Background: an optimization exercise with open tools, aiming at small area, a short achievable clock period and few clock cycles per item. Do not read the settings as production practice. RTL that was checked went through simulation tests only; none was proved equivalent to the original. The RTL of run 2 was laid out without a check of its function.

==> flow/design.v, too long to show whole: its modules and the start of the top module <==
// module melendez_mult: 711 lines
// module mm_fa: 6 lines
// module mm_fa1: 6 lines
// module mm_bsel: 5 lines
// module mm_ha: 6 lines
// module mm_add: 377 lines
// module mm_pg: 6 lines
// module mm_and2: 5 lines
// module mm_xor2: 5 lines
// module mm_inv: 5 lines
// module mm_blackp: 6 lines
// module mm_grayp: 5 lines
// module mm_blackn: 6 lines
// module mm_grayn: 5 lines
module melendez_mult (rst, clk, multiplier, multiplicand, product, done);
  // ...
==> flow/flow/run.sh <==
#!/bin/bash
set -euo pipefail
export BUFFER_PORTS_ARGS="-buffer_cell sky130_fd_sc_hd__buf_2"
bash standard.sh synth > flow_synth.log 2>&1
odb=orfs/results/sky130hd/melendez_mult/base/1_synth.odb
openroad -no_init -exit flow/downsize.tcl > flow_downsize.log 2>&1
bash standard.sh > flow_layout.log 2>&1
==> flow/flow/downsize.tcl <==
# Set every logic gate of the synthesized netlist to the smallest drive strength of
# its family (flip-flops, adders, buffers, inverters and tie cells are left alone).
set odb orfs/results/sky130hd/melendez_mult/base/1_synth.odb
read_db $odb
set db [ord::get_db]
set block [ord::get_db_block]
set n 0
set before 0.0
set after 0.0
foreach inst [$block getInsts] {
  set m [$inst getMaster]
  set name [$m getName]
  if {![regexp {^(sky130_fd_sc_hd__([a-z0-9]+))_([0-9]+)$} $name -> base fam drive]} { continue }
  if {[regexp {^(buf|inv|clkbuf|clkinv|clkinvlp|dfxtp|edfxtp|dfxbp|dfrtp|dfstp|fa|ha|conb|dlygate|clkdlybuf|dlymetal|bufbuf|lpflow|tap|fill|decap|mux2i|mux2)} $fam]} { continue }
  set best ""
  foreach d {1 0} {
    set cand [$db findMaster ${base}_$d]
    if {$cand != "NULL"} { set best $cand; break }
  }
  if {$best == "" || [$best getName] == $name} { continue }
  set before [expr {$before + [$m getWidth] * [$m getHeight] / 1e6}]
  set after [expr {$after + [$best getWidth] * [$best getHeight] / 1e6}]
  if {[$inst swapMaster $best]} { incr n }
}
puts "downsized $n instances: area $before -> $after um2"
write_db $odb
==> flow/standard.sh <==
#!/bin/bash
# synth_recipe.tcl (not shown) runs the flow's synth.tcl, then flattens the netlist and writes it again
# the make line also repeats each setting of config.mk as NAME=value (left out here)
make -C /OpenROAD-flow-scripts/flow DESIGN_CONFIG=/design/flow/config.mk WORK_HOME=/design/flow/orfs CLKGATE_MAP_FILE= SYNTH_SCRIPT=/design/flow/synth_recipe.tcl "${@:-finish}"
==> flow/config.mk <==
export PLATFORM = sky130hd
export DESIGN_NAME = melendez_mult
export DESIGN_NICKNAME = melendez_mult
export VERILOG_FILES = /design/flow/design.v
export SDC_FILE = /design/flow/constraint.sdc
export NUM_CORES = 4
export LEC_CHECK = 0
export CAP_MARGIN = 20
export CORE_MARGIN = 2
export CORE_UTILIZATION = 40
export CTS_BUF_LIST = sky130_fd_sc_hd__clkbuf_4 sky130_fd_sc_hd__clkbuf_8
export SETUP_SLACK_MARGIN = 1.0
export SLEW_MARGIN = 20
export SYNTH_HIERARCHICAL = 1
export SYNTH_MINIMUM_KEEP_SIZE = 0
==> flow/constraint.sdc <==
create_clock -name core_clock -period 5.0 [get_ports {clk}]
set_input_delay 1.0000 -clock core_clock [delete_from_list [all_inputs] [get_ports {clk}]]
set_output_delay 1.0000 -clock core_clock [all_outputs]
set_load 0.01 [all_outputs]
==> flow_summary.json, run 1 <==
{
  "status": "finished clean",
  "dr.pass1.iters": 6,
  "start_util_pct": 40.5,
  "tightest_slew_ps": 857,
  "crit_end": "s_q[22]",
  "crit_type": "primary input to flip-flop",
  "fin_tns_setup_ps": 0,
  "place_congestion": 0.892,
  "die_w_um": 174,
  "holdPathStages": 2,
  "antenna_cells": 1,
  "crit_required_ps": 5190,
  "num_rows": 62,
  "worst-r2r-setup-slack_ps": 1170,
  "hold_slack_ps": 601,
  "arrival_ps": 4120,
  "busiest_layer": "met2",
  "largestRegisters": "c_q: 33 flops, s_q: 33 flops, lo_q: 24 flops",
  "dpl_cell_area_mm2": 0.0129,
  "clkTransAtPathRegs_ps": 80,
  "grt_start_max_net_pins": 47,
  "path_cells": "buf_2 > mux2i_2 > nand2_1 > o21ai_4 > buf_12 > a22oi_1 > xnor2_1 > fa_1 > fa_1 > fa_1",
  "cap_violations": 0,
  "synthToLayoutAreaGrowth_pct": 17.7,
  "wl_met3_um": 2760,
  "relSlewSlack_pct": 42.9,
  "wl_per_cell_um": 21.5,
  "max_stage_delay_ps": 590,
  "num-fill-cells": 2757,
  "layout_commonest_cell": "xnor2_1",
  "yosysWarningCount": 7,
  "hp-class": "flip-flop to flip-flop"
}
Testbench counts, summed over its fixed seeds: cycles 2,296, products 384.
==> module mm_pg, before the edit <==
module mm_pg (a, b, g, p);
  input a, b;
  output g, p;
  mm_and2 u_g (.a(a), .b(b), .y(g));
  mm_xor2 u_p (.a(a), .b(b), .y(p));
endmodule
==> inputs of run 2 (changes only) <==
--- a/flow/design.v
+++ b/flow/design.v
@@ -1,47 +1,70 @@
 module melendez_mult (rst, clk, multiplier, multiplicand, product, done);
   input rst, clk;
   input [31:0] multiplier, multiplicand;
   output [63:0] product;
   output done;
   reg [1:0] cnt;                
   reg done_q;                   
   reg first_q;                  
-  reg [8:0] dig_q;              
+  reg zero_q;                   
   reg [32:0] s_q;           
   reg [32:0] c_q;           
   reg [7:0] pa_q, pb_q;         
   reg neg3_q;                   
   reg [23:0] lo_q;              
   assign done = done_q;
-  wire [8:0] dig = first_q ? {multiplier[8:1], 1'b0} : dig_q;
   reg [8:0] dig_next;
   always @(*)
     case (cnt)
       2'd0: dig_next = multiplier[16:8];
       2'd1: dig_next = multiplier[24:16];
       2'd2: dig_next = {1'b0, multiplier[31:24]};
       default: dig_next = 9'd0;
     endcase
   wire [3:0] one, two, neg, negn;
   wire [32:0] a_ext = {1'b0, multiplicand};
   wire [32:0] a_sh = {multiplicand, 1'b0};
-  assign one[0] = dig[1] ^ dig[0];
-  assign two[0] = (dig[2] & ~dig[1] & ~dig[0]) | (~dig[2] & dig[1] & dig[0]);
-  assign neg[0] = dig[2];
-  assign one[1] = dig[3] ^ dig[2];
-  assign two[1] = (dig[4] & ~dig[3] & ~dig[2]) | (~dig[4] & dig[3] & dig[2]);
-  assign neg[1] = dig[4];
-  assign one[2] = dig[5] ^ dig[4];
-  assign two[2] = (dig[6] & ~dig[5] & ~dig[4]) | (~dig[6] & dig[5] & dig[4]);
-  assign neg[2] = dig[6];
-  assign one[3] = dig[7] ^ dig[6];
-  assign two[3] = (dig[8] & ~dig[7] & ~dig[6]) | (~dig[8] & dig[7] & dig[6]);
-  assign neg[3] = dig[8];
+  wire [8:0] dig0 = {multiplier[8:1], 1'b0};
+  wire [3:0] one0, two0, neg0;
+  assign one0[0] = dig0[1] ^ dig0[0];
+  assign two0[0] = (dig0[2] & ~dig0[1] & ~dig0[0]) | (~dig0[2] & dig0[1] & dig0[0]);
+  assign neg0[0] = dig0[2];
+  assign one0[1] = dig0[3] ^ dig0[2];
+  assign two0[1] = (dig0[4] & ~dig0[3] & ~dig0[2]) | (~dig0[4] & dig0[3] & dig0[2]);
+  assign neg0[1] = dig0[4];
+  assign one0[2] = dig0[5] ^ dig0[4];
+  assign two0[2] = (dig0[6] & ~dig0[5] & ~dig0[4]) | (~dig0[6] & dig0[5] & dig0[4]);
+  assign neg0[2] = dig0[6];
+  assign one0[3] = dig0[7] ^ dig0[6];
+  assign two0[3] = (dig0[8] & ~dig0[7] & ~dig0[6]) | (~dig0[8] & dig0[7] & dig0[6]);
+  assign neg0[3] = dig0[8];
+  wire [3:0] one_n, two_n, neg_n;
+  assign one_n[0] = dig_next[1] ^ dig_next[0];
+  assign two_n[0] = (dig_next[2] & ~dig_next[1] & ~dig_next[0]) | (~dig_next[2] & dig_next[1] & dig_next[0]);
+  assign neg_n[0] = dig_next[2];
+  assign one_n[1] = dig_next[3] ^ dig_next[2];
+  assign two_n[1] = (dig_next[4] & ~dig_next[3] & ~dig_next[2]) | (~dig_next[4] & dig_next[3] & dig_next[2]);
+  assign neg_n[1] = dig_next[4];
+  assign one_n[2] = dig_next[5] ^ dig_next[4];
+  assign two_n[2] = (dig_next[6] & ~dig_next[5] & ~dig_next[4]) | (~dig_next[6] & dig_next[5] & dig_next[4]);
+  assign neg_n[2] = dig_next[6];
+  assign one_n[3] = dig_next[7] ^ dig_next[6];
+  assign two_n[3] = (dig_next[8] & ~dig_next[7] & ~dig_next[6]) | (~dig_next[8] & dig_next[7] & dig_next[6]);
+  assign neg_n[3] = dig_next[8];
+  reg [3:0] one_q, two_q, neg_q;
+  always @(posedge clk) begin
+    one_q <= one_n;
+    two_q <= two_n;
+    neg_q <= neg_n;
+  end
+  assign one = first_q ? one0 : one_q;
+  assign two = first_q ? two0 : two_q;
+  assign neg = first_q ? neg0 : neg_q;
   assign negn = ~neg;
   wire [32:0] pp0;
   mm_bsel u_bs0_0 (.one(one[0]), .two(two[0]), .neg(neg[0]), .a(a_ext[0]), .a1(a_sh[0]), .p(pp0[0]));
   mm_bsel u_bs0_1 (.one(one[0]), .two(two[0]), .neg(neg[0]), .a(a_ext[1]), .a1(a_sh[1]), .p(pp0[1]));
   mm_bsel u_bs0_2 (.one(one[0]), .two(two[0]), .neg(neg[0]), .a(a_ext[2]), .a1(a_sh[2]), .p(pp0[2]));
   mm_bsel u_bs0_3 (.one(one[0]), .two(two[0]), .neg(neg[0]), .a(a_ext[3]), .a1(a_sh[3]), .p(pp0[3]));
   mm_bsel u_bs0_4 (.one(one[0]), .two(two[0]), .neg(neg[0]), .a(a_ext[4]), .a1(a_sh[4]), .p(pp0[4]));
   mm_bsel u_bs0_5 (.one(one[0]), .two(two[0]), .neg(neg[0]), .a(a_ext[5]), .a1(a_sh[5]), .p(pp0[5]));
@@ -170,20 +193,20 @@
   mm_bsel u_bs3_26 (.one(one[3]), .two(two[3]), .neg(neg[3]), .a(a_ext[26]), .a1(a_sh[26]), .p(pp3[26]));
   mm_bsel u_bs3_27 (.one(one[3]), .two(two[3]), .neg(neg[3]), .a(a_ext[27]), .a1(a_sh[27]), .p(pp3[27]));
   mm_bsel u_bs3_28 (.one(one[3]), .two(two[3]), .neg(neg[3]), .a(a_ext[28]), .a1(a_sh[28]), .p(pp3[28]));
   mm_bsel u_bs3_29 (.one(one[3]), .two(two[3]), .neg(neg[3]), .a(a_ext[29]), .a1(a_sh[29]), .p(pp3[29]));
   mm_bsel u_bs3_30 (.one(one[3]), .two(two[3]), .neg(neg[3]), .a(a_ext[30]), .a1(a_sh[30]), .p(pp3[30]));
   mm_bsel u_bs3_31 (.one(one[3]), .two(two[3]), .neg(neg[3]), .a(a_ext[31]), .a1(a_sh[31]), .p(pp3[31]));
   mm_bsel u_bs3_32 (.one(one[3]), .two(two[3]), .neg(neg[3]), .a(a_ext[32]), .a1(a_sh[32]), .p(pp3[32]));
   wire [34:0] s_init = {1'b1, 2'b00, multiplicand & {32{multiplier[0]}}};
-  wire [34:0] s_in = first_q ? s_init : {1'b0, 1'b1, s_q[32], s_q[31], s_q[30], s_q[29], s_q[28], s_q[27], s_q[26], s_q[25], s_q[24], s_q[23], s_q[22], s_q[21], s_q[20], s_q[19], s_q[18], s_q[17], s_q[16], s_q[15], s_q[14], s_q[13], s_q[12], s_q[11], s_q[10], s_q[9], s_q[8], s_q[7], s_q[6], s_q[5], s_q[4], s_q[3], s_q[2], s_q[1], s_q[0]};
-  wire [34:0] c_in = {1'b0, 1'b0, c_q[32], c_q[31], c_q[30], c_q[29], c_q[28], c_q[27], c_q[26], c_q[25], c_q[24], c_q[23], c_q[22], c_q[21], c_q[20], c_q[19], c_q[18], c_q[17], c_q[16], c_q[15], c_q[14], c_q[13], c_q[12], c_q[11], c_q[10], c_q[9], c_q[8], c_q[7], c_q[6], c_q[5], c_q[4], c_q[3], c_q[2], c_q[1], c_q[0]} & {35{~first_q}};
+  wire [34:0] s_in = zero_q ? s_init : {1'b0, 1'b1, s_q[32], s_q[31], s_q[30], s_q[29], s_q[28], s_q[27], s_q[26], s_q[25], s_q[24], s_q[23], s_q[22], s_q[21], s_q[20], s_q[19], s_q[18], s_q[17], s_q[16], s_q[15], s_q[14], s_q[13], s_q[12], s_q[11], s_q[10], s_q[9], s_q[8], s_q[7], s_q[6], s_q[5], s_q[4], s_q[3], s_q[2], s_q[1], s_q[0]};
+  wire [34:0] c_in = {1'b0, 1'b0, c_q[32], c_q[31], c_q[30], c_q[29], c_q[28], c_q[27], c_q[26], c_q[25], c_q[24], c_q[23], c_q[22], c_q[21], c_q[20], c_q[19], c_q[18], c_q[17], c_q[16], c_q[15], c_q[14], c_q[13], c_q[12], c_q[11], c_q[10], c_q[9], c_q[8], c_q[7], c_q[6], c_q[5], c_q[4], c_q[3], c_q[2], c_q[1], c_q[0]} & {35{~zero_q}};
   wire [9:0] lo_sum = {2'b00, {pa_q[7], pa_q[6], pa_q[5], pa_q[4], pa_q[3], pa_q[2], pa_q[1], pa_q[0]}} + {2'b00, {pb_q[7], pb_q[6], pb_q[5], pb_q[4], pb_q[3], pb_q[2], pb_q[1], pb_q[0]}} + {2'b00, neg3_q, 7'd0};
-  wire [1:0] lcin = lo_sum[9:8] & {2{~first_q}};
+  wire [1:0] lcin = lo_sum[9:8] & {2{~zero_q}};
   wire hs1;
   wire hc2;
   wire hs3;
   wire hc4;
   wire hs5;
   wire hc6;
   wire fs7;
   wire fc8;
@@ -602,17 +625,17 @@
   assign hs281 = ~pp3[32];
   wire [39:0] hi_a = {s_q[31], s_q[30], s_q[29], s_q[28], s_q[27], s_q[26], s_q[25], s_q[24], s_q[23], s_q[22], s_q[21], s_q[20], s_q[19], s_q[18], s_q[17], s_q[16], s_q[15], s_q[14], s_q[13], s_q[12], s_q[11], s_q[10], s_q[9], s_q[8], s_q[7], s_q[6], s_q[5], s_q[4], s_q[3], s_q[2], s_q[1], s_q[0], {pa_q[7], pa_q[6], pa_q[5], pa_q[4], pa_q[3], pa_q[2], pa_q[1], pa_q[0]}};
   wire [39:0] hi_b = {c_q[31], c_q[30], c_q[29], c_q[28], c_q[27], c_q[26], c_q[25], c_q[24], c_q[23], c_q[22], c_q[21], c_q[20], c_q[19], c_q[18], c_q[17], c_q[16], c_q[15], c_q[14], c_q[13], c_q[12], c_q[11], c_q[10], c_q[9], c_q[8], c_q[7], c_q[6], c_q[5], c_q[4], c_q[3], c_q[2], c_q[1], c_q[0], {pb_q[7], pb_q[6], pb_q[5], pb_q[4], pb_q[3], pb_q[2], pb_q[1], pb_q[0]}};
   wire [39:0] hi_s;
   mm_add u_add (.a(hi_a), .b(hi_b), .s(hi_s));
   assign product = {hi_s, lo_q};
   always @(posedge clk) begin
     first_q <= rst;
-    dig_q <= dig_next;
+    zero_q <= rst | done_q;
     if (rst) begin
       cnt <= 2'd0;
       done_q <= 1'b0;
     end else if (!done_q) begin
       cnt <= cnt + 2'd1;
       done_q <= (cnt == 2'd3);
     end
   end
@@ -1107,28 +1130,18 @@
   assign s[36] = p0[36] ^ gx86;
   assign s[37] = ~(p0[37] ^ gx113);
   assign s[38] = p0[38] ^ gx87;
   assign s[39] = ~(p0[39] ^ gx114);
 endmodule
 module mm_pg (a, b, g, p);
   input a, b;
   output g, p;
-  mm_and2 u_g (.a(a), .b(b), .y(g));
-  mm_xor2 u_p (.a(a), .b(b), .y(p));
-endmodule
-module mm_and2 (a, b, y);
-  input a, b;
-  output y;
-  assign y = a & b;
-endmodule
-module mm_xor2 (a, b, y);
-  input a, b;
-  output y;
-  assign y = a ^ b;
+  assign g = a & b;
+  assign p = a ^ b;
 endmodule
 module mm_inv (a, y);
   input a;
   output y;
   assign y = ~a;
 endmodule
 module mm_blackp (gh, ph, gl, pl, g, p);
   input gh, ph, gl, pl;
==> flow_summary.json, run 2 <==
{
  "status": "finished clean",
  "postCtsHoldBufs": 0,
  "drtIter0Drc": 844,
  "tightest_slew_ps": 1090,
  "layout-drive-gt1-share_pct": 20.2,
  "cts-buffers-inserted": 17,
  "multi_input_area_mm2": 0.00820,
  "grt_pass1_wl_um": 53400,
  "slew_violations": 0,
  "htreeDepth": 4,
  "place_ws_ps": 604,
  "grt_usage_pct": 23.0,
  "num-fill-cells": 2739,
  "relSlewSlack_pct": 27.5,
  "arrival_ps": 2960,
  "layout_common_cells": "171 x xnor2_1, 133 x fa_1, 132 x a22oi_1",
  "fin_tns_setup_ps": 0,
  "die_area_mm2": 0.0306,
  "antenna_found_initial": 0,
  "num_vias": 9167,
  "clockBufferDepth": 2,
  "grt_start_max_net_pins": 45,
  "grt_overflow_total": 0,
  "drc": 0,
  "rsz0062_at_grt": "yes",
  "antenna_left": 0,
  "cp-end-kind": "primary output",
  "crit_top_cell": "a21oi_1",
  "grt_pass1_vias": 9339,
  "port_buffers": 130,
  "largestRegisters": "c_q: 33 flops, s_q: 33 flops, lo_q: 24 flops",
  "synthesis.area_mm2": 0.0117,
  "final_hold_viol_count": 0,
  "crit_type": "flip-flop to primary output",
  "crit_required_ps": 4000,
  "finClkSkew_ps": 16.8,
  "num_rows": 62,
  "final_util_pct": 47.5,
  "cap_violations": 0,
  "synthToLayoutAreaGrowth_pct": 16.9,
  "die_h_um": 175,
  "cp_slowest_cell": "edfxtp_1",
  "max_stage_delay_ps": 420,
  "cts_root_buffer": "clkbuf_8",
  "path_max_fanout": 3,
  "syn_inst": 1017,
  "place_congestion": 0.905,
  "cts.sink_count": 124,
  "syn_avg_cell_area_um2": 11.5,
  "dr.pass1.iters": 6,
  "cts_tree": "built",
  "fin_crit_ps": 3960,
  "seq_area_mm2": 0.00355,
  "dpl.hpwl_um": 24900,
  "setup_viol": 0,
  "coreArea_mm2": 0.0287,
  "clock_latency_ps": 460,
  "timing.fmax_ghz": 0.253,
  "path_cells": "ha_1 > a21oi_1 > o21ai_1 > a21oi_1 > o21ai_2 > a21oi_2 > inv_1 > a21oi_1 > xnor2_1 > buf_2",
  "clkTransAtPathRegs_ps": 90,
  "layout_commonest_cell": "xnor2_1",
  "hp-class": "flip-flop to flip-flop",
  "start_util_pct": 40.6,
  "critPathLaunchType": "flip-flop",
  "layout_setup_ws_ps": 1040,
  "wl_per_cell_um": 22.0,
  "die_w_um": 175,
  "via_per_inst": 5.79,
  "fin_nets": 1451,
  "yosysWarningCount": 7,
  "io_pins": 131,
  "antenna_cells": 0,
  "period_share_pct": 79.2,
  "routed_wl_um": 34800
}
[run 2: cell count changes in the layout (fill, tap and decap cells not counted), moves of 5 or more]
cell      change
and2_1       -39
ha_1         +38
xor2_1       -31
nor2_1       +11
xor2_2        -9
a21oi_4       +7
buf_4         +7
a21oi_2       +6
xnor2_1       +6
nand3b_1      +5
[run 2: path summary, 6_finish.rpt]
check | startpoint | to | slack (ps) | depth (start not counted)
max | s_q[5] | product[55] | 1040 | 10
min | cnt[1] | cnt[1] | 560 | 2
max reg2reg | first_q | s_q[23] | 1090 | 7
min reg2reg | cnt[1] | cnt[1] | 560 | 2
[run 2: worst max-delay path, delay by kind of cell (launching register included)]
kind                       cells  cell delay [ps]
buffers and inverters          2              260
AOI/OAI and AO/OA              6             1240
DFF                            1              420
xor gates and xnor gates       1              210
adders and majority gates      1              380
[run 2: timing repair]
| item | CTS | global route |
|---|---|---|
| gates resized for setup | 15 | 27 |
| pin swaps | 1 | 6 |
| endpoints found under the setup margin | 31 | 14 |
| setup buffers | 0 | 9 |
[run 2: stage by stage]
step           hold slack [ps]  cells  area, µm²
2_1_floorplan              518   1026      11800
3_3_place_gp               549   1542      13000
3_5_place_dp               555   1542      13000
4_1_cts                    571   1574      13400
5_1_grt                    601   1583      13600
6_report                   563   1583      13600
[run 2: area by class of cell]
class / instances / share of cell area, %
clock buffers: 18 / 1.77
clock inverters: 14 / 0.798
inverters: 33 / 0.972
multi-input cells: 850 / 60.1
flip-flops and latches: 124 / 26.1
well taps: 384 / 3.52
repair buffers: 160 / 6.79
[run 2: per-layer routing]
layer | share of wire [%] | track usage, % | up-vias
met1 | 41 | 31.2 | 4638
met4 | 2.9 | 7.19 | 0
met3 | 7.1 | 3.85 | 64
met5 | 0 | 0 | -
met2 | 49 | 37.7 | 424
li1 | - | - | 4041

what the ideal ports hide:
The flow's constraints put no driver on any port. The routed layouts listed below were extracted and timed again, unchanged, in two steps.
Step 1 sets driving cells, clkbuf_16 on the clock port and buf_2 on the other inputs (assumed; they add their load-dependent delay and slew).
Step 2, shift: input delay + t, output delay - t, t = (earliest + latest rising clock arrival at the registers) / 2. This alone moves slack from input paths to output paths.
Three values: ideal, step 1, step 2; two values: the first two.
run | shift t [ns] | setup slack, ns | latest minus earliest clock arrival (ns)
run 1 | 0.493 | 1.074 / 1.056 / 0.597 | 0.022 / 0.022
run 2 | 0.489 | 1.042 / 1.002 / 0.608 | 0.018 / 0.018
After both steps setup and hold are still met in every run listed. The setup slack of run 1, which loses most, moves by -0.018 ns with the drivers and by -0.477 ns with both steps.
